From an optimization exercise on the open Yosys and OpenROAD flow, aimed at small area and a short achievable clock period; shortcuts taken in it are not production practice.
Only simulation tests tie the RTL to the original design; equivalence was not proved.

==> flow/design.v (outline; a module is shown in full before it is edited, if it fits) <==
// module EdgeRasterizer_add16: 28 lines
// module EdgeRasterizer: 894 lines
module EdgeRasterizer(clock,
						in_sig_start_new_triangle,
						in_sig_get_boundary_coords,
						in_sig_form_edges,
						in_sig_pixel_loop_setup,
						in_sig_rasterize_pixels,
						in_v0_screen_x, in_v0_screen_y,
						in_v1_screen_x, in_v1_screen_y,
						in_v2_screen_x, in_v2_screen_y,
						in_v0_depth, in_v1_depth, in_v2_depth,
						in_color,
						out_sig_rasterize_write_pixel,
						out_sig_rasterize_done,
						out_pixel_x, out_pixel_y,
						out_pixel_depth,
						out_pixel_color);
  // ...
==> flow/run.sh <==
#!/bin/bash
# synth_recipe.tcl (not shown) runs the flow's synth.tcl, then flattens the netlist and writes it again
# the make line also repeats each setting of config.mk as NAME=value (left out here)
make -C /OpenROAD-flow-scripts/flow DESIGN_CONFIG=/design/flow/config.mk WORK_HOME=/design/flow/orfs CLKGATE_MAP_FILE= SYNTH_SCRIPT=/design/flow/synth_recipe.tcl finish
==> flow/config.mk <==
export PLATFORM = sky130hd
export DESIGN_NAME = EdgeRasterizer
export DESIGN_NICKNAME = EdgeRasterizer
export VERILOG_FILES = /design/flow/design.v
export SDC_FILE = /design/flow/constraint.sdc
export NUM_CORES = 4
export LEC_CHECK = 0
export CAP_MARGIN = 20
export CORE_MARGIN = 2
export CORE_UTILIZATION = 40
export SLEW_MARGIN = 20
==> flow/constraint.sdc <==
create_clock -name core_clock -period 28.0 [get_ports {clock}]
set_input_delay 5.6000 -clock core_clock [delete_from_list [all_inputs] [get_ports {clock}]]
set_output_delay 5.6000 -clock core_clock [all_outputs]
set_load 0.01 [all_outputs]
==> tab_implementation.tex, run 1 <==
\begin{tabular}{lr}
\hline
Metric & Value \\
\hline
\multicolumn{2}{l}{\textbf{Die}} \\
Die area & roughly 0.080 mm² \\
Height of the die & roughly 280 µm \\
\multicolumn{2}{l}{\textbf{Job}} \\
Number of max-capacitance violations reported & 0 \\
\multicolumn{2}{l}{\textbf{Yosys}} \\
Synthesized area & between 0.03 and 0.04 mm² \\
Post-synthesis share of cell area spent on full adders, half adders and majority gates & between 30\% and 40\% \\
YS warnings & 2 \\
Mean cell area of the mapped netlist & 9.28 µm² \\
Largest area contributor in the synthesized netlist & sky130\_fd\_sc\_hd\_\_edfxtp\_1 \\
\multicolumn{2}{l}{\textbf{Placement}} \\
Instance area after placement & $\sim$0.034 mm² \\
Placer congestion estimate & 1.01 \\
\multicolumn{2}{l}{\textbf{Global routing}} \\
Overall track demand over capacity in global routing & a little over a quarter \\
Layer with the highest usage & met2 \\
Met2 routing resource usage after global routing & between 40\% and 50\% \\
Remaining global-route overflow & 0 \\
\multicolumn{2}{l}{\textbf{Worst setup path}} \\
Top Family by Delay on Critical Path & adder cells \\
Combined buffer and inverter count along the critical path & 6 \\
Most common cell type on the critical path & sky130\_fd\_sc\_hd\_\_fa\_1 \\
Cell with the largest stage delay on the worst path & sky130\_fd\_sc\_hd\_\_edfxtp\_1 \\
Startpoint of the worst-slack reg-to-reg timing path & ph\_b\$\_DFFE\_PP\_ \\
\multicolumn{2}{l}{\textbf{Detailed routing}} \\
Number of nets still failing antenna checks after routing & 0 \\
Detail-routed net length per standard cell & approximately 24 µm \\
Met2 WL & 47.7 mm \\
Metal1 wirelength & 47.3 mm \\
\multicolumn{2}{l}{\textbf{Min path}} \\
Origin of the worst min-delay path & e1[15]\$\_DFFE\_PP\_ \\
Hold crit path type & reg -> reg \\
\multicolumn{2}{l}{\textbf{Cells and area}} \\
Clock-cell share of area & approximately 2.7\% \\
Sequential cell area & between 0.007 and 0.008 mm² \\
Number of filler cells placed in the layout & around 7500 \\
Total number of nets in the final design & 4263 \\
Commonest non-fill, non-tap cells in the layout & sky130\_fd\_sc\_hd\_\_inv\_1 (495), sky130\_fd\_sc\_hd\_\_nor2\_1 (375), sky130\_fd\_sc\_hd\_\_fa\_1 (328) \\
Number of sequential cells in the layout & around 240 \\
\multicolumn{2}{l}{\textbf{Clocking}} \\
Post-CTS setup repair buffer count & 0 \\
Clock tree from TritonCTS & built \\
\multicolumn{2}{l}{\textbf{Run status}} \\
Outcome & complete, no violations \\
\multicolumn{2}{l}{\textbf{STA}} \\
Setup TNS & 0 ps \\
Share of the clock period used by the worst path after layout & roughly a third \\
\hline
\end{tabular}
==> run 2, diff against run 1 <==
--- a/flow/design.v
+++ b/flow/design.v
@@ -58,32 +58,34 @@
 	output [15:0] out_pixel_x, out_pixel_y;
 	output [1:0] out_pixel_depth;
 	output [15:0] out_pixel_color;
 	wire st = in_sig_start_new_triangle;
 	wire bd = in_sig_get_boundary_coords;
 	wire fe = in_sig_form_edges;
 	wire ls = in_sig_pixel_loop_setup;
 	wire rs = in_sig_rasterize_pixels;
-	reg ph_a, ph_b, ph_c, ph_d;	 
+	reg ph_a, ph_b, ph_c;	 
+	reg setup_bc;		 
 	always @(posedge clock) begin
 		if (st | bd | fe | ls | rs) begin
 			ph_a <= st;
 			ph_b <= bd;
 			ph_c <= fe;
-			ph_d <= ls;
+			setup_bc <= bd | fe;
 		end
 	end
 	reg [15:0] r0, r1, r2, r3, r4, r5;
 	reg [1:0] dep0, dep1, dep2;
 	reg [15:0] color;
 	reg [15:0] max_x;
 	reg [15:0] x, y;
 	reg [15:0] area;
 	reg [15:0] e1, e2;
+	reg [15:0] rs1, rs2;	 
 	reg [8:0] m1, m2;
 	reg j1, j2;
 	reg nsel, nincx, nincy;	 
 	wire [15:0] vx0 = r0, vy0 = r1, vx1 = r2, vy1 = r3, vx2 = r4, vy2 = r5;
 	wire [15:0] a1, a2, b1, b2;
 	wire ca1, ca2, cb1, cb2;	 
 	EdgeRasterizer_add16 u_a1(vy2, ~vy0, 1'b1, a1, ca1);	 
 	EdgeRasterizer_add16 u_a2(vy0, ~vy1, 1'b1, a2, ca2);	 
@@ -100,154 +102,156 @@
 	wire iy0 = y01 & y02, iy1 = y10 & y12;		 
 	wire kx0 = x10 & x20, kx1 = x01 & x21;		 
 	wire ky0 = y10 & y20, ky1 = y01 & y21;		 
 	wire [15:0] mnx = ix0 ? vx0 : ix1 ? vx1 : vx2;
 	wire [15:0] mny = iy0 ? vy0 : iy1 ? vy1 : vy2;
 	wire [15:0] mxx = kx0 ? vx0 : kx1 ? vx1 : vx2;
 	wire [15:0] mxy = ky0 ? vy0 : ky1 ? vy1 : vy2;
 	wire [15:0] xj = iy0 ? vx0 : iy1 ? vx1 : vx2;
-	wire [15:0] q1 = ph_b ? r3 : r4;
-	wire [15:0] q2 = ph_b ? r2 : r4;
-	wire m1t_p1 = r0[0] & q1[0];
-	wire m1t_p2 = r0[1] & q1[0];
-	wire m1t_p3 = r0[2] & q1[0];
-	wire m1t_p4 = r0[3] & q1[0];
-	wire m1t_p5 = r0[4] & q1[0];
-	wire m1t_p6 = r0[5] & q1[0];
-	wire m1t_p7 = r0[6] & q1[0];
-	wire m1t_p8 = r0[7] & q1[0];
-	wire m1t_p9 = r0[8] & q1[0];
-	wire m1t_p10 = r0[9] & q1[0];
-	wire m1t_p11 = r0[10] & q1[0];
-	wire m1t_p12 = r0[11] & q1[0];
-	wire m1t_p13 = r0[12] & q1[0];
-	wire m1t_p14 = r0[13] & q1[0];
-	wire m1t_p15 = r0[14] & q1[0];
-	wire m1t_p16 = r0[15] & q1[0];
-	wire m1t_p17 = r0[0] & q1[1];
-	wire m1t_p18 = r0[1] & q1[1];
-	wire m1t_p19 = r0[2] & q1[1];
-	wire m1t_p20 = r0[3] & q1[1];
-	wire m1t_p21 = r0[4] & q1[1];
-	wire m1t_p22 = r0[5] & q1[1];
-	wire m1t_p23 = r0[6] & q1[1];
-	wire m1t_p24 = r0[7] & q1[1];
-	wire m1t_p25 = r0[8] & q1[1];
-	wire m1t_p26 = r0[9] & q1[1];
-	wire m1t_p27 = r0[10] & q1[1];
-	wire m1t_p28 = r0[11] & q1[1];
-	wire m1t_p29 = r0[12] & q1[1];
-	wire m1t_p30 = r0[13] & q1[1];
-	wire m1t_p31 = r0[14] & q1[1];
-	wire m1t_p32 = r0[0] & q1[2];
-	wire m1t_p33 = r0[1] & q1[2];
-	wire m1t_p34 = r0[2] & q1[2];
-	wire m1t_p35 = r0[3] & q1[2];
-	wire m1t_p36 = r0[4] & q1[2];
-	wire m1t_p37 = r0[5] & q1[2];
-	wire m1t_p38 = r0[6] & q1[2];
-	wire m1t_p39 = r0[7] & q1[2];
-	wire m1t_p40 = r0[8] & q1[2];
-	wire m1t_p41 = r0[9] & q1[2];
-	wire m1t_p42 = r0[10] & q1[2];
-	wire m1t_p43 = r0[11] & q1[2];
-	wire m1t_p44 = r0[12] & q1[2];
-	wire m1t_p45 = r0[13] & q1[2];
-	wire m1t_p46 = r0[0] & q1[3];
-	wire m1t_p47 = r0[1] & q1[3];
-	wire m1t_p48 = r0[2] & q1[3];
-	wire m1t_p49 = r0[3] & q1[3];
-	wire m1t_p50 = r0[4] & q1[3];
-	wire m1t_p51 = r0[5] & q1[3];
-	wire m1t_p52 = r0[6] & q1[3];
-	wire m1t_p53 = r0[7] & q1[3];
-	wire m1t_p54 = r0[8] & q1[3];
-	wire m1t_p55 = r0[9] & q1[3];
-	wire m1t_p56 = r0[10] & q1[3];
-	wire m1t_p57 = r0[11] & q1[3];
-	wire m1t_p58 = r0[12] & q1[3];
-	wire m1t_p59 = r0[0] & q1[4];
-	wire m1t_p60 = r0[1] & q1[4];
-	wire m1t_p61 = r0[2] & q1[4];
-	wire m1t_p62 = r0[3] & q1[4];
-	wire m1t_p63 = r0[4] & q1[4];
-	wire m1t_p64 = r0[5] & q1[4];
-	wire m1t_p65 = r0[6] & q1[4];
-	wire m1t_p66 = r0[7] & q1[4];
-	wire m1t_p67 = r0[8] & q1[4];
-	wire m1t_p68 = r0[9] & q1[4];
-	wire m1t_p69 = r0[10] & q1[4];
-	wire m1t_p70 = r0[11] & q1[4];
-	wire m1t_p71 = r0[0] & q1[5];
-	wire m1t_p72 = r0[1] & q1[5];
-	wire m1t_p73 = r0[2] & q1[5];
-	wire m1t_p74 = r0[3] & q1[5];
-	wire m1t_p75 = r0[4] & q1[5];
-	wire m1t_p76 = r0[5] & q1[5];
-	wire m1t_p77 = r0[6] & q1[5];
-	wire m1t_p78 = r0[7] & q1[5];
-	wire m1t_p79 = r0[8] & q1[5];
-	wire m1t_p80 = r0[9] & q1[5];
-	wire m1t_p81 = r0[10] & q1[5];
-	wire m1t_p82 = r0[0] & q1[6];
-	wire m1t_p83 = r0[1] & q1[6];
-	wire m1t_p84 = r0[2] & q1[6];
-	wire m1t_p85 = r0[3] & q1[6];
-	wire m1t_p86 = r0[4] & q1[6];
-	wire m1t_p87 = r0[5] & q1[6];
-	wire m1t_p88 = r0[6] & q1[6];
-	wire m1t_p89 = r0[7] & q1[6];
-	wire m1t_p90 = r0[8] & q1[6];
-	wire m1t_p91 = r0[9] & q1[6];
-	wire m1t_p92 = r0[0] & q1[7];
-	wire m1t_p93 = r0[1] & q1[7];
-	wire m1t_p94 = r0[2] & q1[7];
-	wire m1t_p95 = r0[3] & q1[7];
-	wire m1t_p96 = r0[4] & q1[7];
-	wire m1t_p97 = r0[5] & q1[7];
-	wire m1t_p98 = r0[6] & q1[7];
-	wire m1t_p99 = r0[7] & q1[7];
-	wire m1t_p100 = r0[8] & q1[7];
-	wire m1t_p101 = r0[0] & q1[8];
-	wire m1t_p102 = r0[1] & q1[8];
-	wire m1t_p103 = r0[2] & q1[8];
-	wire m1t_p104 = r0[3] & q1[8];
-	wire m1t_p105 = r0[4] & q1[8];
-	wire m1t_p106 = r0[5] & q1[8];
-	wire m1t_p107 = r0[6] & q1[8];
-	wire m1t_p108 = r0[7] & q1[8];
-	wire m1t_p109 = r0[0] & q1[9];
-	wire m1t_p110 = r0[1] & q1[9];
-	wire m1t_p111 = r0[2] & q1[9];
-	wire m1t_p112 = r0[3] & q1[9];
-	wire m1t_p113 = r0[4] & q1[9];
-	wire m1t_p114 = r0[5] & q1[9];
-	wire m1t_p115 = r0[6] & q1[9];
-	wire m1t_p116 = r0[0] & q1[10];
-	wire m1t_p117 = r0[1] & q1[10];
-	wire m1t_p118 = r0[2] & q1[10];
-	wire m1t_p119 = r0[3] & q1[10];
-	wire m1t_p120 = r0[4] & q1[10];
-	wire m1t_p121 = r0[5] & q1[10];
-	wire m1t_p122 = r0[0] & q1[11];
-	wire m1t_p123 = r0[1] & q1[11];
-	wire m1t_p124 = r0[2] & q1[11];
-	wire m1t_p125 = r0[3] & q1[11];
-	wire m1t_p126 = r0[4] & q1[11];
-	wire m1t_p127 = r0[0] & q1[12];
-	wire m1t_p128 = r0[1] & q1[12];
-	wire m1t_p129 = r0[2] & q1[12];
-	wire m1t_p130 = r0[3] & q1[12];
-	wire m1t_p131 = r0[0] & q1[13];
-	wire m1t_p132 = r0[1] & q1[13];
-	wire m1t_p133 = r0[2] & q1[13];
-	wire m1t_p134 = r0[0] & q1[14];
-	wire m1t_p135 = r0[1] & q1[14];
-	wire m1t_p136 = r0[0] & q1[15];
+	wire [15:0] p1 = {r0[15:9], setup_bc ? r0[8:0] : m1};
+	wire [15:0] p2 = {r1[15:9], setup_bc ? r1[8:0] : m2};
+	wire [15:0] q1 = ph_b ? r3 : {r4[15:9], ph_c ? r4[8:0] : e1[8:0]};
+	wire [15:0] q2 = ph_b ? r2 : {r4[15:9], ph_c ? r4[8:0] : e2[8:0]};
+	wire m1t_p1 = p1[0] & q1[0];
+	wire m1t_p2 = p1[1] & q1[0];
+	wire m1t_p3 = p1[2] & q1[0];
+	wire m1t_p4 = p1[3] & q1[0];
+	wire m1t_p5 = p1[4] & q1[0];
+	wire m1t_p6 = p1[5] & q1[0];
+	wire m1t_p7 = p1[6] & q1[0];
+	wire m1t_p8 = p1[7] & q1[0];
+	wire m1t_p9 = p1[8] & q1[0];
+	wire m1t_p10 = p1[9] & q1[0];
+	wire m1t_p11 = p1[10] & q1[0];
+	wire m1t_p12 = p1[11] & q1[0];
+	wire m1t_p13 = p1[12] & q1[0];
+	wire m1t_p14 = p1[13] & q1[0];
+	wire m1t_p15 = p1[14] & q1[0];
+	wire m1t_p16 = p1[15] & q1[0];
+	wire m1t_p17 = p1[0] & q1[1];
+	wire m1t_p18 = p1[1] & q1[1];
+	wire m1t_p19 = p1[2] & q1[1];
+	wire m1t_p20 = p1[3] & q1[1];
+	wire m1t_p21 = p1[4] & q1[1];
+	wire m1t_p22 = p1[5] & q1[1];
+	wire m1t_p23 = p1[6] & q1[1];
+	wire m1t_p24 = p1[7] & q1[1];
+	wire m1t_p25 = p1[8] & q1[1];
+	wire m1t_p26 = p1[9] & q1[1];
+	wire m1t_p27 = p1[10] & q1[1];
+	wire m1t_p28 = p1[11] & q1[1];
+	wire m1t_p29 = p1[12] & q1[1];
+	wire m1t_p30 = p1[13] & q1[1];
+	wire m1t_p31 = p1[14] & q1[1];
+	wire m1t_p32 = p1[0] & q1[2];
+	wire m1t_p33 = p1[1] & q1[2];
+	wire m1t_p34 = p1[2] & q1[2];
+	wire m1t_p35 = p1[3] & q1[2];
+	wire m1t_p36 = p1[4] & q1[2];
+	wire m1t_p37 = p1[5] & q1[2];
+	wire m1t_p38 = p1[6] & q1[2];
+	wire m1t_p39 = p1[7] & q1[2];
+	wire m1t_p40 = p1[8] & q1[2];
+	wire m1t_p41 = p1[9] & q1[2];
+	wire m1t_p42 = p1[10] & q1[2];
+	wire m1t_p43 = p1[11] & q1[2];
+	wire m1t_p44 = p1[12] & q1[2];
+	wire m1t_p45 = p1[13] & q1[2];
+	wire m1t_p46 = p1[0] & q1[3];
+	wire m1t_p47 = p1[1] & q1[3];
+	wire m1t_p48 = p1[2] & q1[3];
+	wire m1t_p49 = p1[3] & q1[3];
+	wire m1t_p50 = p1[4] & q1[3];
+	wire m1t_p51 = p1[5] & q1[3];
+	wire m1t_p52 = p1[6] & q1[3];
+	wire m1t_p53 = p1[7] & q1[3];
+	wire m1t_p54 = p1[8] & q1[3];
+	wire m1t_p55 = p1[9] & q1[3];
+	wire m1t_p56 = p1[10] & q1[3];
+	wire m1t_p57 = p1[11] & q1[3];
+	wire m1t_p58 = p1[12] & q1[3];
+	wire m1t_p59 = p1[0] & q1[4];
+	wire m1t_p60 = p1[1] & q1[4];
+	wire m1t_p61 = p1[2] & q1[4];
+	wire m1t_p62 = p1[3] & q1[4];
+	wire m1t_p63 = p1[4] & q1[4];
+	wire m1t_p64 = p1[5] & q1[4];
+	wire m1t_p65 = p1[6] & q1[4];
+	wire m1t_p66 = p1[7] & q1[4];
+	wire m1t_p67 = p1[8] & q1[4];
+	wire m1t_p68 = p1[9] & q1[4];
+	wire m1t_p69 = p1[10] & q1[4];
+	wire m1t_p70 = p1[11] & q1[4];
+	wire m1t_p71 = p1[0] & q1[5];
+	wire m1t_p72 = p1[1] & q1[5];
+	wire m1t_p73 = p1[2] & q1[5];
+	wire m1t_p74 = p1[3] & q1[5];
+	wire m1t_p75 = p1[4] & q1[5];
+	wire m1t_p76 = p1[5] & q1[5];
+	wire m1t_p77 = p1[6] & q1[5];
+	wire m1t_p78 = p1[7] & q1[5];
+	wire m1t_p79 = p1[8] & q1[5];
+	wire m1t_p80 = p1[9] & q1[5];
+	wire m1t_p81 = p1[10] & q1[5];
+	wire m1t_p82 = p1[0] & q1[6];
+	wire m1t_p83 = p1[1] & q1[6];
+	wire m1t_p84 = p1[2] & q1[6];
+	wire m1t_p85 = p1[3] & q1[6];
+	wire m1t_p86 = p1[4] & q1[6];
+	wire m1t_p87 = p1[5] & q1[6];
+	wire m1t_p88 = p1[6] & q1[6];
+	wire m1t_p89 = p1[7] & q1[6];
+	wire m1t_p90 = p1[8] & q1[6];
+	wire m1t_p91 = p1[9] & q1[6];
+	wire m1t_p92 = p1[0] & q1[7];
+	wire m1t_p93 = p1[1] & q1[7];
+	wire m1t_p94 = p1[2] & q1[7];
+	wire m1t_p95 = p1[3] & q1[7];
+	wire m1t_p96 = p1[4] & q1[7];
+	wire m1t_p97 = p1[5] & q1[7];
+	wire m1t_p98 = p1[6] & q1[7];
+	wire m1t_p99 = p1[7] & q1[7];
+	wire m1t_p100 = p1[8] & q1[7];
+	wire m1t_p101 = p1[0] & q1[8];
+	wire m1t_p102 = p1[1] & q1[8];
+	wire m1t_p103 = p1[2] & q1[8];
+	wire m1t_p104 = p1[3] & q1[8];
+	wire m1t_p105 = p1[4] & q1[8];
+	wire m1t_p106 = p1[5] & q1[8];
+	wire m1t_p107 = p1[6] & q1[8];
+	wire m1t_p108 = p1[7] & q1[8];
+	wire m1t_p109 = p1[0] & q1[9];
+	wire m1t_p110 = p1[1] & q1[9];
+	wire m1t_p111 = p1[2] & q1[9];
+	wire m1t_p112 = p1[3] & q1[9];
+	wire m1t_p113 = p1[4] & q1[9];
+	wire m1t_p114 = p1[5] & q1[9];
+	wire m1t_p115 = p1[6] & q1[9];
+	wire m1t_p116 = p1[0] & q1[10];
+	wire m1t_p117 = p1[1] & q1[10];
+	wire m1t_p118 = p1[2] & q1[10];
+	wire m1t_p119 = p1[3] & q1[10];
+	wire m1t_p120 = p1[4] & q1[10];
+	wire m1t_p121 = p1[5] & q1[10];
+	wire m1t_p122 = p1[0] & q1[11];
+	wire m1t_p123 = p1[1] & q1[11];
+	wire m1t_p124 = p1[2] & q1[11];
+	wire m1t_p125 = p1[3] & q1[11];
+	wire m1t_p126 = p1[4] & q1[11];
+	wire m1t_p127 = p1[0] & q1[12];
+	wire m1t_p128 = p1[1] & q1[12];
+	wire m1t_p129 = p1[2] & q1[12];
+	wire m1t_p130 = p1[3] & q1[12];
+	wire m1t_p131 = p1[0] & q1[13];
+	wire m1t_p132 = p1[1] & q1[13];
+	wire m1t_p133 = p1[2] & q1[13];
+	wire m1t_p134 = p1[0] & q1[14];
+	wire m1t_p135 = p1[1] & q1[14];
+	wire m1t_p136 = p1[0] & q1[15];
 	wire m1t_s137 = m1t_p14 ^ m1t_p29;
 	wire m1t_c138 = m1t_p14 & m1t_p29;
 	wire m1t_s139 = m1t_p15 ^ m1t_p30 ^ m1t_p44;
 	wire m1t_c140 = (m1t_p15 & m1t_p30) | (m1t_p15 & m1t_p44) | (m1t_p30 & m1t_p44);
 	wire m1t_s141 = m1t_p57 ^ m1t_p69;
 	wire m1t_c142 = m1t_p57 & m1t_p69;
 	wire m1t_s143 = m1t_p16 ^ m1t_p31 ^ m1t_p45;
 	wire m1t_c144 = (m1t_p16 & m1t_p31) | (m1t_p16 & m1t_p45) | (m1t_p31 & m1t_p45);
@@ -450,152 +454,152 @@
 	wire m1t_s341 = m1t_s313 ^ m1t_c280 ^ m1t_c312;
 	wire m1t_c342 = (m1t_s313 & m1t_c280) | (m1t_s313 & m1t_c312) | (m1t_c280 & m1t_c312);
 	wire m1t_s343 = m1t_s315 ^ m1t_c284 ^ m1t_c314;
 	wire m1t_c344 = (m1t_s315 & m1t_c284) | (m1t_s315 & m1t_c314) | (m1t_c284 & m1t_c314);
 	wire m1t_s345 = m1t_s317 ^ m1t_c288 ^ m1t_c316;
 	wire m1t_c346 = (m1t_s317 & m1t_c288) | (m1t_s317 & m1t_c316) | (m1t_c288 & m1t_c316);
 	wire [15:0] s1v = {m1t_s345, m1t_s343, m1t_s341, m1t_s339, m1t_s337, m1t_s335, m1t_s333, m1t_s331, m1t_s329, m1t_s327, m1t_s325, m1t_s323, m1t_s321, m1t_s319, m1t_p2, m1t_p1};
 	wire [15:0] c1v = {m1t_c344, m1t_c342, m1t_c340, m1t_c338, m1t_c336, m1t_c334, m1t_c332, m1t_c330, m1t_c328, m1t_c326, m1t_c324, m1t_c322, m1t_c320, m1t_p32, m1t_p17, 1'b0};
-	wire m2t_p1 = r1[0] & q2[0];
-	wire m2t_p2 = r1[1] & q2[0];
-	wire m2t_p3 = r1[2] & q2[0];
-	wire m2t_p4 = r1[3] & q2[0];
-	wire m2t_p5 = r1[4] & q2[0];
-	wire m2t_p6 = r1[5] & q2[0];
-	wire m2t_p7 = r1[6] & q2[0];
-	wire m2t_p8 = r1[7] & q2[0];
-	wire m2t_p9 = r1[8] & q2[0];
-	wire m2t_p10 = r1[9] & q2[0];
-	wire m2t_p11 = r1[10] & q2[0];
-	wire m2t_p12 = r1[11] & q2[0];
-	wire m2t_p13 = r1[12] & q2[0];
-	wire m2t_p14 = r1[13] & q2[0];
-	wire m2t_p15 = r1[14] & q2[0];
-	wire m2t_p16 = r1[15] & q2[0];
-	wire m2t_p17 = r1[0] & q2[1];
-	wire m2t_p18 = r1[1] & q2[1];
-	wire m2t_p19 = r1[2] & q2[1];
-	wire m2t_p20 = r1[3] & q2[1];
-	wire m2t_p21 = r1[4] & q2[1];
-	wire m2t_p22 = r1[5] & q2[1];
-	wire m2t_p23 = r1[6] & q2[1];
-	wire m2t_p24 = r1[7] & q2[1];
-	wire m2t_p25 = r1[8] & q2[1];
-	wire m2t_p26 = r1[9] & q2[1];
-	wire m2t_p27 = r1[10] & q2[1];
-	wire m2t_p28 = r1[11] & q2[1];
-	wire m2t_p29 = r1[12] & q2[1];
-	wire m2t_p30 = r1[13] & q2[1];
-	wire m2t_p31 = r1[14] & q2[1];
-	wire m2t_p32 = r1[0] & q2[2];
-	wire m2t_p33 = r1[1] & q2[2];
-	wire m2t_p34 = r1[2] & q2[2];
-	wire m2t_p35 = r1[3] & q2[2];
-	wire m2t_p36 = r1[4] & q2[2];
-	wire m2t_p37 = r1[5] & q2[2];
-	wire m2t_p38 = r1[6] & q2[2];
-	wire m2t_p39 = r1[7] & q2[2];
-	wire m2t_p40 = r1[8] & q2[2];
-	wire m2t_p41 = r1[9] & q2[2];
-	wire m2t_p42 = r1[10] & q2[2];
-	wire m2t_p43 = r1[11] & q2[2];
-	wire m2t_p44 = r1[12] & q2[2];
-	wire m2t_p45 = r1[13] & q2[2];
-	wire m2t_p46 = r1[0] & q2[3];
-	wire m2t_p47 = r1[1] & q2[3];
-	wire m2t_p48 = r1[2] & q2[3];
-	wire m2t_p49 = r1[3] & q2[3];
-	wire m2t_p50 = r1[4] & q2[3];
-	wire m2t_p51 = r1[5] & q2[3];
-	wire m2t_p52 = r1[6] & q2[3];
-	wire m2t_p53 = r1[7] & q2[3];
-	wire m2t_p54 = r1[8] & q2[3];
-	wire m2t_p55 = r1[9] & q2[3];
-	wire m2t_p56 = r1[10] & q2[3];
-	wire m2t_p57 = r1[11] & q2[3];
-	wire m2t_p58 = r1[12] & q2[3];
-	wire m2t_p59 = r1[0] & q2[4];
-	wire m2t_p60 = r1[1] & q2[4];
-	wire m2t_p61 = r1[2] & q2[4];
-	wire m2t_p62 = r1[3] & q2[4];
-	wire m2t_p63 = r1[4] & q2[4];
-	wire m2t_p64 = r1[5] & q2[4];
-	wire m2t_p65 = r1[6] & q2[4];
-	wire m2t_p66 = r1[7] & q2[4];
-	wire m2t_p67 = r1[8] & q2[4];
-	wire m2t_p68 = r1[9] & q2[4];
-	wire m2t_p69 = r1[10] & q2[4];
-	wire m2t_p70 = r1[11] & q2[4];
-	wire m2t_p71 = r1[0] & q2[5];
-	wire m2t_p72 = r1[1] & q2[5];
-	wire m2t_p73 = r1[2] & q2[5];
-	wire m2t_p74 = r1[3] & q2[5];
-	wire m2t_p75 = r1[4] & q2[5];
-	wire m2t_p76 = r1[5] & q2[5];
-	wire m2t_p77 = r1[6] & q2[5];
-	wire m2t_p78 = r1[7] & q2[5];
-	wire m2t_p79 = r1[8] & q2[5];
-	wire m2t_p80 = r1[9] & q2[5];
-	wire m2t_p81 = r1[10] & q2[5];
-	wire m2t_p82 = r1[0] & q2[6];
-	wire m2t_p83 = r1[1] & q2[6];
-	wire m2t_p84 = r1[2] & q2[6];
-	wire m2t_p85 = r1[3] & q2[6];
-	wire m2t_p86 = r1[4] & q2[6];
-	wire m2t_p87 = r1[5] & q2[6];
-	wire m2t_p88 = r1[6] & q2[6];
-	wire m2t_p89 = r1[7] & q2[6];
-	wire m2t_p90 = r1[8] & q2[6];
-	wire m2t_p91 = r1[9] & q2[6];
-	wire m2t_p92 = r1[0] & q2[7];
-	wire m2t_p93 = r1[1] & q2[7];
-	wire m2t_p94 = r1[2] & q2[7];
-	wire m2t_p95 = r1[3] & q2[7];
-	wire m2t_p96 = r1[4] & q2[7];
-	wire m2t_p97 = r1[5] & q2[7];
-	wire m2t_p98 = r1[6] & q2[7];
-	wire m2t_p99 = r1[7] & q2[7];
-	wire m2t_p100 = r1[8] & q2[7];
-	wire m2t_p101 = r1[0] & q2[8];
-	wire m2t_p102 = r1[1] & q2[8];
-	wire m2t_p103 = r1[2] & q2[8];
-	wire m2t_p104 = r1[3] & q2[8];
-	wire m2t_p105 = r1[4] & q2[8];
-	wire m2t_p106 = r1[5] & q2[8];
-	wire m2t_p107 = r1[6] & q2[8];
-	wire m2t_p108 = r1[7] & q2[8];
-	wire m2t_p109 = r1[0] & q2[9];
-	wire m2t_p110 = r1[1] & q2[9];
-	wire m2t_p111 = r1[2] & q2[9];
-	wire m2t_p112 = r1[3] & q2[9];
-	wire m2t_p113 = r1[4] & q2[9];
-	wire m2t_p114 = r1[5] & q2[9];
-	wire m2t_p115 = r1[6] & q2[9];
-	wire m2t_p116 = r1[0] & q2[10];
-	wire m2t_p117 = r1[1] & q2[10];
-	wire m2t_p118 = r1[2] & q2[10];
-	wire m2t_p119 = r1[3] & q2[10];
-	wire m2t_p120 = r1[4] & q2[10];
-	wire m2t_p121 = r1[5] & q2[10];
-	wire m2t_p122 = r1[0] & q2[11];
-	wire m2t_p123 = r1[1] & q2[11];
-	wire m2t_p124 = r1[2] & q2[11];
-	wire m2t_p125 = r1[3] & q2[11];
-	wire m2t_p126 = r1[4] & q2[11];
-	wire m2t_p127 = r1[0] & q2[12];
-	wire m2t_p128 = r1[1] & q2[12];
-	wire m2t_p129 = r1[2] & q2[12];
-	wire m2t_p130 = r1[3] & q2[12];
-	wire m2t_p131 = r1[0] & q2[13];
-	wire m2t_p132 = r1[1] & q2[13];
-	wire m2t_p133 = r1[2] & q2[13];
-	wire m2t_p134 = r1[0] & q2[14];
-	wire m2t_p135 = r1[1] & q2[14];
-	wire m2t_p136 = r1[0] & q2[15];
+	wire m2t_p1 = p2[0] & q2[0];
+	wire m2t_p2 = p2[1] & q2[0];
+	wire m2t_p3 = p2[2] & q2[0];
+	wire m2t_p4 = p2[3] & q2[0];
+	wire m2t_p5 = p2[4] & q2[0];
+	wire m2t_p6 = p2[5] & q2[0];
+	wire m2t_p7 = p2[6] & q2[0];
+	wire m2t_p8 = p2[7] & q2[0];
+	wire m2t_p9 = p2[8] & q2[0];
+	wire m2t_p10 = p2[9] & q2[0];
+	wire m2t_p11 = p2[10] & q2[0];
+	wire m2t_p12 = p2[11] & q2[0];
+	wire m2t_p13 = p2[12] & q2[0];
+	wire m2t_p14 = p2[13] & q2[0];
+	wire m2t_p15 = p2[14] & q2[0];
+	wire m2t_p16 = p2[15] & q2[0];
+	wire m2t_p17 = p2[0] & q2[1];
+	wire m2t_p18 = p2[1] & q2[1];
+	wire m2t_p19 = p2[2] & q2[1];
+	wire m2t_p20 = p2[3] & q2[1];
+	wire m2t_p21 = p2[4] & q2[1];
+	wire m2t_p22 = p2[5] & q2[1];
+	wire m2t_p23 = p2[6] & q2[1];
+	wire m2t_p24 = p2[7] & q2[1];
+	wire m2t_p25 = p2[8] & q2[1];
+	wire m2t_p26 = p2[9] & q2[1];
+	wire m2t_p27 = p2[10] & q2[1];
+	wire m2t_p28 = p2[11] & q2[1];
+	wire m2t_p29 = p2[12] & q2[1];
+	wire m2t_p30 = p2[13] & q2[1];
+	wire m2t_p31 = p2[14] & q2[1];
+	wire m2t_p32 = p2[0] & q2[2];
+	wire m2t_p33 = p2[1] & q2[2];
+	wire m2t_p34 = p2[2] & q2[2];
+	wire m2t_p35 = p2[3] & q2[2];
+	wire m2t_p36 = p2[4] & q2[2];
+	wire m2t_p37 = p2[5] & q2[2];
+	wire m2t_p38 = p2[6] & q2[2];
+	wire m2t_p39 = p2[7] & q2[2];
+	wire m2t_p40 = p2[8] & q2[2];
+	wire m2t_p41 = p2[9] & q2[2];
+	wire m2t_p42 = p2[10] & q2[2];
+	wire m2t_p43 = p2[11] & q2[2];
+	wire m2t_p44 = p2[12] & q2[2];
+	wire m2t_p45 = p2[13] & q2[2];
+	wire m2t_p46 = p2[0] & q2[3];
+	wire m2t_p47 = p2[1] & q2[3];
+	wire m2t_p48 = p2[2] & q2[3];
+	wire m2t_p49 = p2[3] & q2[3];
+	wire m2t_p50 = p2[4] & q2[3];
+	wire m2t_p51 = p2[5] & q2[3];
+	wire m2t_p52 = p2[6] & q2[3];
+	wire m2t_p53 = p2[7] & q2[3];
+	wire m2t_p54 = p2[8] & q2[3];
+	wire m2t_p55 = p2[9] & q2[3];
+	wire m2t_p56 = p2[10] & q2[3];
+	wire m2t_p57 = p2[11] & q2[3];
+	wire m2t_p58 = p2[12] & q2[3];
+	wire m2t_p59 = p2[0] & q2[4];
+	wire m2t_p60 = p2[1] & q2[4];
+	wire m2t_p61 = p2[2] & q2[4];
+	wire m2t_p62 = p2[3] & q2[4];
+	wire m2t_p63 = p2[4] & q2[4];
+	wire m2t_p64 = p2[5] & q2[4];
+	wire m2t_p65 = p2[6] & q2[4];
+	wire m2t_p66 = p2[7] & q2[4];
+	wire m2t_p67 = p2[8] & q2[4];
+	wire m2t_p68 = p2[9] & q2[4];
+	wire m2t_p69 = p2[10] & q2[4];
+	wire m2t_p70 = p2[11] & q2[4];
+	wire m2t_p71 = p2[0] & q2[5];
+	wire m2t_p72 = p2[1] & q2[5];
+	wire m2t_p73 = p2[2] & q2[5];
+	wire m2t_p74 = p2[3] & q2[5];
+	wire m2t_p75 = p2[4] & q2[5];
+	wire m2t_p76 = p2[5] & q2[5];
+	wire m2t_p77 = p2[6] & q2[5];
+	wire m2t_p78 = p2[7] & q2[5];
+	wire m2t_p79 = p2[8] & q2[5];
+	wire m2t_p80 = p2[9] & q2[5];
+	wire m2t_p81 = p2[10] & q2[5];
+	wire m2t_p82 = p2[0] & q2[6];
+	wire m2t_p83 = p2[1] & q2[6];
+	wire m2t_p84 = p2[2] & q2[6];
+	wire m2t_p85 = p2[3] & q2[6];
+	wire m2t_p86 = p2[4] & q2[6];
+	wire m2t_p87 = p2[5] & q2[6];
+	wire m2t_p88 = p2[6] & q2[6];
+	wire m2t_p89 = p2[7] & q2[6];
+	wire m2t_p90 = p2[8] & q2[6];
+	wire m2t_p91 = p2[9] & q2[6];
+	wire m2t_p92 = p2[0] & q2[7];
+	wire m2t_p93 = p2[1] & q2[7];
+	wire m2t_p94 = p2[2] & q2[7];
+	wire m2t_p95 = p2[3] & q2[7];
+	wire m2t_p96 = p2[4] & q2[7];
+	wire m2t_p97 = p2[5] & q2[7];
+	wire m2t_p98 = p2[6] & q2[7];
+	wire m2t_p99 = p2[7] & q2[7];
+	wire m2t_p100 = p2[8] & q2[7];
+	wire m2t_p101 = p2[0] & q2[8];
+	wire m2t_p102 = p2[1] & q2[8];
+	wire m2t_p103 = p2[2] & q2[8];
+	wire m2t_p104 = p2[3] & q2[8];
+	wire m2t_p105 = p2[4] & q2[8];
+	wire m2t_p106 = p2[5] & q2[8];
+	wire m2t_p107 = p2[6] & q2[8];
+	wire m2t_p108 = p2[7] & q2[8];
+	wire m2t_p109 = p2[0] & q2[9];
+	wire m2t_p110 = p2[1] & q2[9];
+	wire m2t_p111 = p2[2] & q2[9];
+	wire m2t_p112 = p2[3] & q2[9];
+	wire m2t_p113 = p2[4] & q2[9];
+	wire m2t_p114 = p2[5] & q2[9];
+	wire m2t_p115 = p2[6] & q2[9];
+	wire m2t_p116 = p2[0] & q2[10];
+	wire m2t_p117 = p2[1] & q2[10];
+	wire m2t_p118 = p2[2] & q2[10];
+	wire m2t_p119 = p2[3] & q2[10];
+	wire m2t_p120 = p2[4] & q2[10];
+	wire m2t_p121 = p2[5] & q2[10];
+	wire m2t_p122 = p2[0] & q2[11];
+	wire m2t_p123 = p2[1] & q2[11];
+	wire m2t_p124 = p2[2] & q2[11];
+	wire m2t_p125 = p2[3] & q2[11];
+	wire m2t_p126 = p2[4] & q2[11];
+	wire m2t_p127 = p2[0] & q2[12];
+	wire m2t_p128 = p2[1] & q2[12];
+	wire m2t_p129 = p2[2] & q2[12];
+	wire m2t_p130 = p2[3] & q2[12];
+	wire m2t_p131 = p2[0] & q2[13];
+	wire m2t_p132 = p2[1] & q2[13];
+	wire m2t_p133 = p2[2] & q2[13];
+	wire m2t_p134 = p2[0] & q2[14];
+	wire m2t_p135 = p2[1] & q2[14];
+	wire m2t_p136 = p2[0] & q2[15];
 	wire m2t_s137 = m2t_p14 ^ m2t_p29;
 	wire m2t_c138 = m2t_p14 & m2t_p29;
 	wire m2t_s139 = m2t_p15 ^ m2t_p30 ^ m2t_p44;
 	wire m2t_c140 = (m2t_p15 & m2t_p30) | (m2t_p15 & m2t_p44) | (m2t_p30 & m2t_p44);
 	wire m2t_s141 = m2t_p57 ^ m2t_p69;
 	wire m2t_c142 = m2t_p57 & m2t_p69;
 	wire m2t_s143 = m2t_p16 ^ m2t_p31 ^ m2t_p45;
 	wire m2t_c144 = (m2t_p16 & m2t_p31) | (m2t_p16 & m2t_p45) | (m2t_p31 & m2t_p45);
@@ -798,30 +802,30 @@
 	wire m2t_s341 = m2t_s313 ^ m2t_c280 ^ m2t_c312;
 	wire m2t_c342 = (m2t_s313 & m2t_c280) | (m2t_s313 & m2t_c312) | (m2t_c280 & m2t_c312);
 	wire m2t_s343 = m2t_s315 ^ m2t_c284 ^ m2t_c314;
 	wire m2t_c344 = (m2t_s315 & m2t_c284) | (m2t_s315 & m2t_c314) | (m2t_c284 & m2t_c314);
 	wire m2t_s345 = m2t_s317 ^ m2t_c288 ^ m2t_c316;
 	wire m2t_c346 = (m2t_s317 & m2t_c288) | (m2t_s317 & m2t_c316) | (m2t_c288 & m2t_c316);
 	wire [15:0] s2v = {m2t_s345, m2t_s343, m2t_s341, m2t_s339, m2t_s337, m2t_s335, m2t_s333, m2t_s331, m2t_s329, m2t_s327, m2t_s325, m2t_s323, m2t_s321, m2t_s319, m2t_p2, m2t_p1};
 	wire [15:0] c2v = {m2t_c344, m2t_c342, m2t_c340, m2t_c338, m2t_c336, m2t_c334, m2t_c332, m2t_c330, m2t_c328, m2t_c326, m2t_c324, m2t_c322, m2t_c320, m2t_p32, m2t_p17, 1'b0};
-	wire [15:0] u1 = ph_b ? ~s2v : ph_d ? r2 : (j1 ? area : 16'd0);
+	wire [15:0] u1 = ph_b ? ~s2v : (ph_c & j1) ? area : 16'd0;
 	wire [15:0] v1 = ph_b ? ~c2v : 16'd0;
 	wire [15:0] f1s = s1v ^ c1v ^ u1;
 	wire [15:0] f1c = (s1v & c1v) | (s1v & u1) | (c1v & u1);
 	wire [15:0] g1s = f1s ^ {f1c[14:0], ph_b} ^ v1;
 	wire [15:0] g1c = (f1s & {f1c[14:0], ph_b}) | (f1s & v1) | ({f1c[14:0], ph_b} & v1);
 	wire [15:0] res1 = g1s + {g1c[14:0], ph_b};
-	wire [15:0] u2 = ph_d ? r3 : (j2 ? area : 16'd0);
+	wire [15:0] u2 = (ph_c & j2) ? area : 16'd0;
 	wire [15:0] f2s = s2v ^ c2v ^ u2;
 	wire [15:0] f2c = (s2v & c2v) | (s2v & u2) | (c2v & u2);
 	wire [15:0] res2 = f2s + {f2c[14:0], 1'b0};
 	wire [15:0] xd;
 	wire xd_c;
-	EdgeRasterizer_add16 u_xd(x, ph_b ? ~r4 : ~max_x, 1'b1, xd, xd_c);
+	EdgeRasterizer_add16 u_xd(x, ~r4, 1'b1, xd, xd_c);
 	wire [7:0] inv = (area[15:8] != 8'd0 || area[7:0] == 8'd0) ? 8'd0 :
 		(area[7:0] <= 8'd1) ? 8'd128 :
 		(area[7:0] <= 8'd2) ? 8'd64 :
 		(area[7:0] <= 8'd3) ? 8'd42 :
 		(area[7:0] <= 8'd4) ? 8'd32 :
 		(area[7:0] <= 8'd5) ? 8'd25 :
 		(area[7:0] <= 8'd6) ? 8'd21 :
 		(area[7:0] <= 8'd7) ? 8'd18 :
@@ -838,58 +842,53 @@
 		(area[7:0] <= 8'd32) ? 8'd4 :
 		(area[7:0] <= 8'd42) ? 8'd3 :
 		(area[7:0] <= 8'd64) ? 8'd2 :
 		(area[7:0] <= 8'd128) ? 8'd1 : 8'd0;
 	wire [8:0] dd1 = {7'd0, dep1} - {7'd0, dep0};
 	wire [8:0] dd2 = {7'd0, dep2} - {7'd0, dep0};
 	wire [15:0] e0 = area - e1 - e2;
 	wire in_tri = ~e0[15] & ~e1[15] & ~e2[15];
-	wire [8:0] t1 = (e1[0] ? m1 : 9'd0) + (e1[1] ? {m1[7:0], 1'b0} : 9'd0) + (e1[2] ? {m1[6:0], 2'b0} : 9'd0)
-		+ (e1[3] ? {m1[5:0], 3'b0} : 9'd0) + (e1[4] ? {m1[4:0], 4'b0} : 9'd0) + (e1[5] ? {m1[3:0], 5'b0} : 9'd0)
-		+ (e1[6] ? {m1[2:0], 6'b0} : 9'd0) + (e1[7] ? {m1[1:0], 7'b0} : 9'd0) + (e1[8] ? {m1[0], 8'b0} : 9'd0);
-	wire [8:0] t2 = (e2[0] ? m2 : 9'd0) + (e2[1] ? {m2[7:0], 1'b0} : 9'd0) + (e2[2] ? {m2[6:0], 2'b0} : 9'd0)
-		+ (e2[3] ? {m2[5:0], 3'b0} : 9'd0) + (e2[4] ? {m2[4:0], 4'b0} : 9'd0) + (e2[5] ? {m2[3:0], 5'b0} : 9'd0)
-		+ (e2[6] ? {m2[2:0], 6'b0} : 9'd0) + (e2[7] ? {m2[1:0], 7'b0} : 9'd0) + (e2[8] ? {m2[0], 8'b0} : 9'd0);
-	wire [10:0] dsum = {2'b00, dep0, 7'b0} + {2'b00, t1} + {2'b00, t2};
-	wire [1:0] dq = (dsum >= 11'd320) ? 2'b11 : (dsum[6] ? dsum[8:7] + 2'd1 : dsum[8:7]);
+	wire [8:0] t1 = s1v[8:0] + c1v[8:0];
+	wire [8:0] t2 = s2v[8:0] + c2v[8:0];
+	wire [10:0] dsum = {2'b00, t1} + {2'b00, t2} + {2'b00, dep0, 1'b1, 6'd0};
+	wire [1:0] dq = (dsum[10:9] != 2'b00) ? 2'b11 : dsum[8:7];
 	wire [15:0] xi, yi;
 	wire xi_c, yi_c;
 	EdgeRasterizer_add16 u_xi(x, 16'd0, nincx, xi, xi_c);
 	EdgeRasterizer_add16 u_yi(y, 16'd0, nincy, yi, yi_c);
 	wire [15:0] nx = nsel ? r4 : xi;
 	wire atx = (nx == max_x);
 	wire aty = (yi == r5);
-	wire [15:0] st1 = atx ? r2 : r0;
-	wire [15:0] st2 = atx ? r3 : r1;
 	wire [15:0] e1n, e2n;
 	wire e1n_c, e2n_c;
-	EdgeRasterizer_add16 u_e1(e1, st1, 1'b0, e1n, e1n_c);
-	EdgeRasterizer_add16 u_e2(e2, st2, 1'b0, e2n, e2n_c);
+	EdgeRasterizer_add16 u_e1(atx ? rs1 : e1, atx ? r2 : r0, 1'b0, e1n, e1n_c);
+	EdgeRasterizer_add16 u_e2(atx ? rs2 : e2, atx ? r3 : r1, 1'b0, e2n, e2n_c);
 	wire hold = atx & aty;
+	wire wrap = atx & ~aty;
 	reg [1:0] od;
 	reg wr, dn;
 	always @(posedge clock) begin
 		if (st) begin
 			dep0 <= in_v0_depth;
 			dep1 <= in_v1_depth;
 			dep2 <= in_v2_depth;
 			color <= in_color;
 		end
 		if (st | bd) begin
 			r0 <= st ? in_v0_screen_x : a1;
 			r1 <= st ? in_v0_screen_y : a2;
 			r5 <= st ? in_v2_screen_y : mxy;
 		end
-		if (st | bd | (rs & ph_d)) begin
-			r2 <= st ? in_v1_screen_x : ph_a ? b1 : res1;	 
-			r3 <= st ? in_v1_screen_y : ph_a ? b2 : res2;	 
+		if (st | bd) begin
+			r2 <= st ? in_v1_screen_x : b1;
+			r3 <= st ? in_v1_screen_y : b2;
 		end
-		if (st | bd | fe | ls | (rs & ph_d))
-			r4 <= st ? in_v2_screen_x : ph_a ? xj : ph_d ? x : xd;
+		if (st | bd | fe | ls)
+			r4 <= st ? in_v2_screen_x : ph_a ? xj : ph_b ? xd : x;
 		if (bd) begin
 			max_x <= mxx;
 			j1 <= iy1;
 			j2 <= ~iy0 & ~iy1;
 		end
 		if (bd | rs) begin
 			x <= ph_a ? mnx : nx;
 			y <= ph_a ? mny : yi;
@@ -899,20 +898,24 @@
 		if (ls) begin
 			m1 <= dd1 * {1'b0, inv};
 			m2 <= dd2 * {1'b0, inv};
 		end
 		if (ls | (rs & ~hold)) begin
 			e1 <= ph_c ? res1 : e1n;
 			e2 <= ph_c ? res2 : e2n;
 		end
+		if (ls | (rs & wrap)) begin
+			rs1 <= ph_c ? res1 : e1n;
+			rs2 <= ph_c ? res2 : e2n;
+		end
 		if (ls | rs) begin
-			nsel <= ~ph_c & atx & ~aty;
+			nsel <= ~ph_c & wrap;
 			nincx <= ~ph_c & ~atx;
-			nincy <= ~ph_c & atx & ~aty;
+			nincy <= ~ph_c & wrap;
 		end
 		od <= dq;
 		wr <= rs & in_tri;
 		dn <= rs & hold;
 	end
 	assign out_sig_rasterize_write_pixel = wr;
 	assign out_sig_rasterize_done = dn;
 	assign out_pixel_x = x;
==> run 2 against run 1 <==
  * Die area is 0.62% lower
  * Setup slack gained 920 ps
  * Non-clock buffer count fell by 16
  * Largest cell class unchanged
  * Critical path depth unchanged
  * Critical endpoint is now rs1[15]$_DFFE_PP_
  * Clock skew is 11 ps higher
  * First-iteration DRC count decreased by 16%
  * Sequential share of layout area rose by 2.8 points
  * Routed wire length fell by 6.8%
  * Highest routed layer unchanged
  * Flip-flop and latch count is 32 higher
==> tab_implementation.tex, run 2 <==
\begin{tabular}{lr}
\hline
Metric & Value \\
\hline
\multicolumn{2}{l}{\textbf{Global routing}} \\
Via count of the first global-routing pass & 24200 (was 25500) \\
Pin count of the biggest net entering global routing & 90 (was 159) \\
Overall track demand over capacity in global routing & 26.2\% (was 27.5\%) \\
Global-route wire length before repair & 154 mm (was 166 mm) \\
Antenna violations before repair & 1 (was 0) \\
Remaining global-route overflow & 0 (unchanged) \\
\multicolumn{2}{l}{\textbf{Min path}} \\
Origin of the worst min-delay path & e2[15]\$\_DFFE\_PP\_ (was e1[15]\$\_DFFE\_PP\_) \\
Hold crit path type & reg -> reg (unchanged) \\
Worst Hold Path EP & wr\$\_DFF\_P\_ (unchanged) \\
Hold path depth & 1 (unchanged) \\
\multicolumn{2}{l}{\textbf{Yosys}} \\
Area fraction of the dominant cell type after synthesis & 26.3\% (was 23.0\%) \\
Number of standard cells after synthesis & 3205 (was 3372) \\
Dominant register cell in the synthesized netlist & sky130\_fd\_sc\_hd\_\_edfxtp\_1 (unchanged) \\
YS warnings & 2 (unchanged) \\
Synthesized area & 0.0311 mm² (was 0.0313 mm²) \\
Top cells by instance count after synthesis & sky130\_fd\_sc\_hd\_\_inv\_1 (491), sky130\_fd\_sc\_hd\_\_nor2\_1 (379), sky130\_fd\_sc\_hd\_\_fa\_1 (291) (was sky130\_fd\_sc\_hd\_\_inv\_1 (495), sky130\_fd\_sc\_hd\_\_nor2\_1 (376), sky130\_fd\_sc\_hd\_\_fa\_1 (328)) \\
Post-synthesis cell type count & 80 (was 70) \\
Number of synthesized flops with an enable pin & 272 (was 240) \\
Synth async-reset ratio & 0\% (unchanged) \\
Synthesized net count & 3895 (was 4116) \\
Most frequent cell after synthesis & sky130\_fd\_sc\_hd\_\_inv\_1 (unchanged) \\
Mean cell area of the mapped netlist & 9.70 µm² (was 9.28 µm²) \\
Number of flip-flops and latches in the synthesized netlist & 276 (was 244) \\
Share of the yosys chip area belonging to registers & 26.5\% (was 23.3\%) \\
Ranking of synthesized cells by area & sky130\_fd\_sc\_hd\_\_edfxtp\_1 (26\%), sky130\_fd\_sc\_hd\_\_fa\_1 (19\%), sky130\_fd\_sc\_hd\_\_ha\_1 (11\%) (was sky130\_fd\_sc\_hd\_\_edfxtp\_1 (23\%), sky130\_fd\_sc\_hd\_\_fa\_1 (21\%), sky130\_fd\_sc\_hd\_\_ha\_1 (12\%)) \\
Largest area contributor in the synthesized netlist & sky130\_fd\_sc\_hd\_\_edfxtp\_1 (unchanged) \\
\multicolumn{2}{l}{\textbf{Detailed routing}} \\
Detailed-route DRC error count & 0 (unchanged) \\
Number of vias after detailed routing & 24100 (was 25500) \\
Detail-routed net length per standard cell & 23.3 µm (was 24.1 µm) \\
Routed via count divided by cell count & 5.46 (was 5.56) \\
Number of nets still failing antenna checks after routing & 0 (unchanged) \\
Total wire length & 103 mm (was 111 mm) \\
Number of detailed-route iterations in the first pass & 5 (was 6) \\
Drt first-iter violations & 2221 (was 2654) \\
\multicolumn{2}{l}{\textbf{Worst setup path}} \\
Cell with the largest stage delay on the worst path & sky130\_fd\_sc\_hd\_\_nor2\_1 (was sky130\_fd\_sc\_hd\_\_edfxtp\_1) \\
Longest individual stage delay on the worst path & 720 ps (was 1050 ps) \\
CP Launch Type & flip-flop (unchanged) \\
R2R Path End & rs1[15]\$\_DFFE\_PP\_ (was r2[15]\$\_DFFE\_PP\_) \\
Required @ worst endpoint & 28300 ps (was 28320 ps) \\
Arrival time of the worst setup path & 9200 ps (was 10140 ps) \\
CP endpoint kind & flip-flop (unchanged) \\
Register-to-register setup slack & 19100 ps (was 18180 ps) \\
Number of cell instances on the worst register-to-register path & 28 (unchanged) \\
Worst-path fanout max & 45 (was 64) \\
Startpoint of the worst-slack reg-to-reg timing path & ph\_c\$\_DFFE\_PP\_ (was ph\_b\$\_DFFE\_PP\_) \\
Most common cell type on the critical path & sky130\_fd\_sc\_hd\_\_xnor2\_1 (was sky130\_fd\_sc\_hd\_\_fa\_1) \\
Class of the most critical setup path & reg -> reg (unchanged) \\
\multicolumn{2}{l}{\textbf{Cells and area}} \\
Number of diodes & 0 (unchanged) \\
Commonest non-fill, non-tap cells in the layout & sky130\_fd\_sc\_hd\_\_inv\_1 (491), sky130\_fd\_sc\_hd\_\_nor2\_1 (379), sky130\_fd\_sc\_hd\_\_fa\_1 (291) (was sky130\_fd\_sc\_hd\_\_inv\_1 (495), sky130\_fd\_sc\_hd\_\_nor2\_1 (375), sky130\_fd\_sc\_hd\_\_fa\_1 (328)) \\
Most common library cell in the layout ignoring fill and taps & sky130\_fd\_sc\_hd\_\_inv\_1 (unchanged) \\
Total number of nets in the final design & 4040 (was 4263) \\
Post-route cell area & 0.0353 mm² (about the same) \\
Area growth syn-to-layout & 13.5\% (was 13.0\%) \\
Share of final-layout standard cells stronger than drive strength 1 & 6.75\% (was 5.54\%) \\
\multicolumn{2}{l}{\textbf{STA}} \\
Endpoints failing hold & 0 (unchanged) \\
Rel. slew slack & 21.7\% (was 28.2\%) \\
Share of the clock period used by the worst path after layout & 31.8\% (was 35.1\%) \\
Fin. max-slew vios & 0 (unchanged) \\
Post-layout min period & 8900 ps (was 9820 ps) \\
Achievable frequency & 112 MHz (was 102 MHz) \\
Final setup fails & 0 (unchanged) \\
Worst hold slack & 498 ps (was 701 ps) \\
Actual slew at the worst max-slew pin & 1140 ps (was 1080 ps) \\
Setup skew after layout & 40.0 ps (was 29.0 ps) \\
Setup TNS & 0 ps (unchanged) \\
RSZ-0062 raised after global routing & false (unchanged) \\
\multicolumn{2}{l}{\textbf{Placement}} \\
Half-perimeter wire length after placement & 81.6 mm (was 86.1 mm) \\
Instance area after placement & 0.0340 mm² (was 0.0344 mm²) \\
Placer congestion estimate & 0.933 (was 1.01) \\
Quantity of I/O buffers inserted on ports & 175 (unchanged) \\
\multicolumn{2}{l}{\textbf{Clocking}} \\
Hold buffers post-CTS & 0 (unchanged) \\
\# H-tree levels & 2 (was 1) \\
Clk root buf & sky130\_fd\_sc\_hd\_\_clkbuf\_16 (unchanged) \\
Clock slew at reported path FFs & 60 ps (was 70 ps) \\
Clock latency of the later-clocked register in the worst-skew pair & 580 ps (was 600 ps) \\
Clock Sinks & 276 (was 244) \\
Clock tree from TritonCTS & built (unchanged) \\
Maximum buffer depth of the clock tree & 3 (unchanged) \\
Post-CTS setup repair buffer count & 0 (unchanged) \\
Number of cells upsized or downsized after cts & 0 (unchanged) \\
Clock buffer count from CTS & 37 (was 30) \\
\multicolumn{2}{l}{\textbf{Die}} \\
I/O pin count & 176 (unchanged) \\
Initial Util & 40.3\% (was 40.4\%) \\
Standard-cell row count & 102 (unchanged) \\
Core Box Area & 0.0772 mm² (was 0.0775 mm²) \\
Die area & 0.0800 mm² (was 0.0805 mm²) \\
Height of the die & 283 µm (was 284 µm) \\
Die X-Extent & 283 µm (was 284 µm) \\
\multicolumn{2}{l}{\textbf{Job}} \\
Number of max-capacitance violations reported & 0 (unchanged) \\
\multicolumn{2}{l}{\textbf{Run status}} \\
Outcome & complete, no violations (unchanged) \\
\hline
\end{tabular}
[run 2: cell count changes after synthesis, moves of 17 or more]
cell,change
sky130_fd_sc_hd__or2_2,+28
sky130_fd_sc_hd__xnor2_1,-24
sky130_fd_sc_hd__nand2_1,-100
sky130_fd_sc_hd__fa_1,-37
sky130_fd_sc_hd__and2_1,-47
sky130_fd_sc_hd__ha_1,-17
sky130_fd_sc_hd__a21oi_1,-37
sky130_fd_sc_hd__edfxtp_1,+32
sky130_fd_sc_hd__mux2_2,-17
sky130_fd_sc_hd__mux2i_1,+70
sky130_fd_sc_hd__clkbuf_1,-23
[run 2: worst max-delay path by stage]
stage                                            start                 to  slack, ps  depth (start not counted)
after CTS                               ph_c$_DFFE_PP_  rs1[15]$_DFFE_PP_      19120                         28
after floorplan           in_sig_start_new_triangle[0]    r0[0]$_DFFE_PP_      20400                          4
after detailed placement                ph_c$_DFFE_PP_   e1[15]$_DFFE_PP_      19200                         28
after global placement                  ph_c$_DFFE_PP_   e1[15]$_DFFE_PP_      19310                         28
after global routing                    ph_c$_DFFE_PP_  rs1[15]$_DFFE_PP_      18560                         28
final                                   ph_c$_DFFE_PP_  rs1[15]$_DFFE_PP_      19100                         28
[run 2: logic make-up (layout without fill, tap and decap cells)]
group,Yosys count,count (layout),share of synthesized area [%]
simple gates,793,793,11.1
buf+inv,612,784,7.76
fa+ha+maj,566,566,29.8
compound gates,504,504,10.2
flops,276,276,26.5
mux,244,244,8.58
xor+xnor,210,210,6.03
[run 2: critical path: cells and delay by family, from the launching register on]
kind                       cells  cell delay [ps]
muxes                          1              250
DFF                            1              420
AOI/OAI and AO/OA              1              200
xor gates and xnor gates       9             1540
buffers and inverters          6             1170
adders and majority gates      8             4110
and+or+nand+nor                3              940
[run 2: through the flow]
| step | std cells | util (%) | setup slack [ps] |
|---|---|---|---|
| 2_1_floorplan | 3205 | - | 20400 |
| 3_3_place_gp | 4351 | 44.0 | 19310 |
| 3_5_place_dp | 4351 | 44.0 | 19200 |
| 4_1_cts | 4417 | 45.7 | 19120 |
| 5_1_grt | 4417 | 45.7 | 18560 |
| 6_report | 4417 | 45.7 | 19100 |
[run 2: per-layer routing]
layer / routed length (µm) / vias to the layer above / share of wire [%] / track usage, %
met1: 43400 / 11900 / 42 / 35.9
li1: - / 11000 / - / -
met2: 47100 / 1045 / 46 / 42.1
met5: 0 / - / 0 / 0
met4: 3910 / 0 / 3.8 / 9.35
met3: 8570 / 159 / 8.3 / 3.94
[run 2: area by class of cell]
cell class,count,area [µm²]
fill,7385,41900
multi-input combinational,2317,20500
sequential,276,8250
timing repair buffer,224,2120
inverter,494,1870
tap,1040,1300
clock buffer,41,962
clock inverter,25,319
